Background: an optimization exercise with open tools, aiming at small area. Do not read the settings as production practice. Function was checked by simulation only, so behaviour that the tests miss may differ from the original. No activity file was given, so power comes from the tool's default toggle rates.

Setup of main:
## MULTI_CYCLE_RISC_V
module MULTI_CYCLE_RISC_V#(parameter INSTRUCTION_ADDR_SIZE = 5, DATA_LEN = 32)(input clk, input rst, input ins_write,input [(2**INSTRUCTION_ADDR_SIZE)-1:0] instruction_in, output [DATA_LEN-1:0] res);
clock: 10.0 ns
lec_check: 0
cap_margin: 20
core_margin: 2
core_utilization: 60
place_density: 0.7
slew_margin: 20
standard.sh (not shown) runs the stock make flow with config.mk's settings and CLKGATE_MAP_FILE= SYNTH_SCRIPT=/design/flow/synth_recipe.tcl, a recipe that flattens the netlist after the stock synthesis.
==> flow/flow/run.sh <==
#!/bin/bash
# Own layout flow: the standard ORFS flow, except that
#  - the one-hot read multiplexers (modules MUXI, MUXR, MUXD) are given as
#    structural sky130 cells before synthesis, so that ABC does not remap them;
#  - clock tree synthesis uses clkbuf_8 buffers, its own sink clusters and no dummy loads.
set -euo pipefail
python3 flow/subst.py design.v design_mapped.v > subst.log 2>&1
bash standard.sh VERILOG_FILES="$PWD/design_mapped.v" \
  CTS_ARGS="-sink_clustering_enable -repair_clock_nets -sink_clustering_size 18 -sink_clustering_max_diameter 55 -dont_use_dummy_load -buf_list sky130_fd_sc_hd__clkbuf_8" \
  finish > standard.log 2>&1
Other scripts of this flow, unchanged in this note and not shown: flow/flow/muxgen.py, flow/flow/subst.py
The inputs of the feature branch differ from those of main as listed below.
-- flow/design.v --
<<< main, line 114
		if (~rst) begin
			ifid_w <= 24'd0;
		end else if (flush) begin
			ifid_w <= 24'd0;
		end else if (~stall) begin
			ifid_w <= fetch;
		end
	end
	always @(posedge clk) begin
		if (~flush & ~stall) ifid_ptr <= pc;
	end
	always @(posedge clk or negedge rst) begin
>>> the feature branch, line 114
		if (~rst) begin
			ifid_w <= 24'd0;
			ifid_ptr <= 5'd0;
		end else if (flush) begin
			ifid_w <= 24'd0;
		end else if (~stall) begin
			ifid_w <= fetch;
			ifid_ptr <= pc;
		end
	end
	always @(posedge clk or negedge rst) begin
<<< main, line 130
		end
	end
	wire ctl = ~flush & ~stall;
	always @(posedge clk) begin
		idex_aop <= ~ctl ? 3'b000 : d_bq ? 3'b001 : d_r ? d_hi[2:0] : 3'b000;
		idex_pred <= take_status;
		idex_rs1 <= d_rs1;
		idex_rs2 <= d_rs2;
>>> the feature branch, line 129
		end
	end
	always @(posedge clk) begin
		idex_rs1 <= d_rs1;
		idex_rs2 <= d_rs2;
<<< main, line 139
		idex_hi <= d_hi;
	end
	always @(posedge clk or negedge rst) begin
		if (~rst) begin
			idex_imm_ld <= 1'b0;
			idex_imm_st <= 1'b0;
>>> the feature branch, line 135
		idex_hi <= d_hi;
	end
	wire ctl = ~flush & ~stall;
	always @(posedge clk or negedge rst) begin
		if (~rst) begin
			idex_aop <= 3'd0;
			idex_imm_ld <= 1'b0;
			idex_imm_st <= 1'b0;
<<< main, line 149
			idex_m2r <= 1'b0;
			idex_beq <= 1'b0;
			idex_dz <= 1'b1;
		end else begin
			idex_imm_ld <= ctl & d_ld;
			idex_imm_st <= ctl & d_st;
>>> the feature branch, line 147
			idex_m2r <= 1'b0;
			idex_beq <= 1'b0;
			idex_pred <= 1'b0;
			idex_dz <= 1'b1;
		end else begin
			idex_aop <= ~ctl ? 3'b000 : d_bq ? 3'b001 : d_r ? d_hi[2:0] : 3'b000;
			idex_imm_ld <= ctl & d_ld;
			idex_imm_st <= ctl & d_st;
<<< main, line 159
			idex_m2r <= ctl & (d_ld | d_df);
			idex_beq <= ~flush & d_bq;
			idex_dz <= flush;
		end
>>> the feature branch, line 159
			idex_m2r <= ctl & (d_ld | d_df);
			idex_beq <= ~flush & d_bq;
			idex_pred <= take_status;
			idex_dz <= flush;
		end
<<< main, line 204
		sel_a[32] = fa_ex;
		sel_a[33] = fa_wb;
		sel_a[34] = rd_a & ~|sel_a[31:0];
		sel_b[32] = fb_ex;
		sel_b[33] = fb_wb;
		sel_b[34] = rd_b & ~|sel_b[31:0];
		rf_d_a[1024 +: 96] = {27'd0, idex_rs1, memwb_val, exmem_alu};
		rf_d_b[1024 +: 96] = {27'd0, idex_rs2, memwb_val, exmem_alu};
>>> the feature branch, line 205
		sel_a[32] = fa_ex;
		sel_a[33] = fa_wb;
		sel_a[34] = rd_a & ~rf_v[idex_rs1];
		sel_b[32] = fb_ex;
		sel_b[33] = fb_wb;
		sel_b[34] = rd_b & ~rf_v[idex_rs2];
		rf_d_a[1024 +: 96] = {27'd0, idex_rs1, memwb_val, exmem_alu};
		rf_d_b[1024 +: 96] = {27'd0, idex_rs2, memwb_val, exmem_alu};
<<< main, line 243
	end
	always @(posedge clk) begin
		exmem_taken <= idex_beq & alu_zero;
		exmem_alu <= alu;
		exmem_rd <= idex_rd;
>>> the feature branch, line 244
	end
	always @(posedge clk) begin
		exmem_alu <= alu;
		exmem_rd <= idex_rd;
<<< main, line 254
			exmem_z <= 1'b1;
			exmem_upd <= 1'b0;
			exmem_misp <= 1'b0;
		end else begin
>>> the feature branch, line 254
			exmem_z <= 1'b1;
			exmem_upd <= 1'b0;
			exmem_taken <= 1'b0;
			exmem_misp <= 1'b0;
		end else begin
<<< main, line 261
			exmem_z <= flush;
			exmem_upd <= ~flush & idex_beq;
			exmem_misp <= ~flush & idex_beq & (idex_pred ^ alu_zero);
		end
>>> the feature branch, line 262
			exmem_z <= flush;
			exmem_upd <= ~flush & idex_beq;
			exmem_taken <= ~flush & idex_beq & alu_zero;
			exmem_misp <= ~flush & idex_beq & (idex_pred ^ alu_zero);
		end
Notes after the runs:
The flow did not stop early for the feature branch: all stages ran, and the layout cleared the timing, DRC and antenna checks.
Number of unique standard cell types used by synthesis went up slightly going from main to the feature branch.
Fraction of standard cell area that is sequential: lower on main
| area of the mapped netlist | main vs the feature branch | ≈ equal |
In the feature branch the transition time of the tightest slew-check pin turned out 160 ps higher than in main.
Depth of the worst register-to-register path down 4 in the feature branch wrt main
The feature branch ended up with sky130_fd_sc_hd__and3_1 as its highest-delay cell along the critical path; main ended up with sky130_fd_sc_hd__nor2_4.
From main to the feature branch the numbers moved as follows: final area comparable; synthesized netlist net count comparable; portion of total power attributed to combinational logic now smaller; clock group total power comparable.
On global-route wire length before repair, main loses to the feature branch.
Comparing main with the feature branch, the proportion of cell area spent on the clock network came out essentially unchanged.

[afterwards: timing with drivers on the ports]
In the flow no input, the clock included, has a driving cell. The finished layouts below were timed again as built, in two steps. Step 1: set_driving_cell puts a clkbuf_16 on clk and a buf_2 on each other input, an assumption about the parent block. Step 2 moves the port delays by t, midway between the first and last clock arrival at a register: inputs arrive t later, outputs are due t later. That takes back most of the time a late clock gives input paths. Slacks: no drivers / after step 1 / after step 2; pairs: no drivers / after step 1.
run	t (ns)	slack for setup (ns)	worst hold slack (ns)
main	1.116	1.398 / 1.398 / 1.398	0.335 / 0.335 / 0.335
the feature branch	1.095	1.401 / 1.401 / 1.401	0.332 / 0.332 / 0.332
After both steps setup and hold are still met in every run listed.
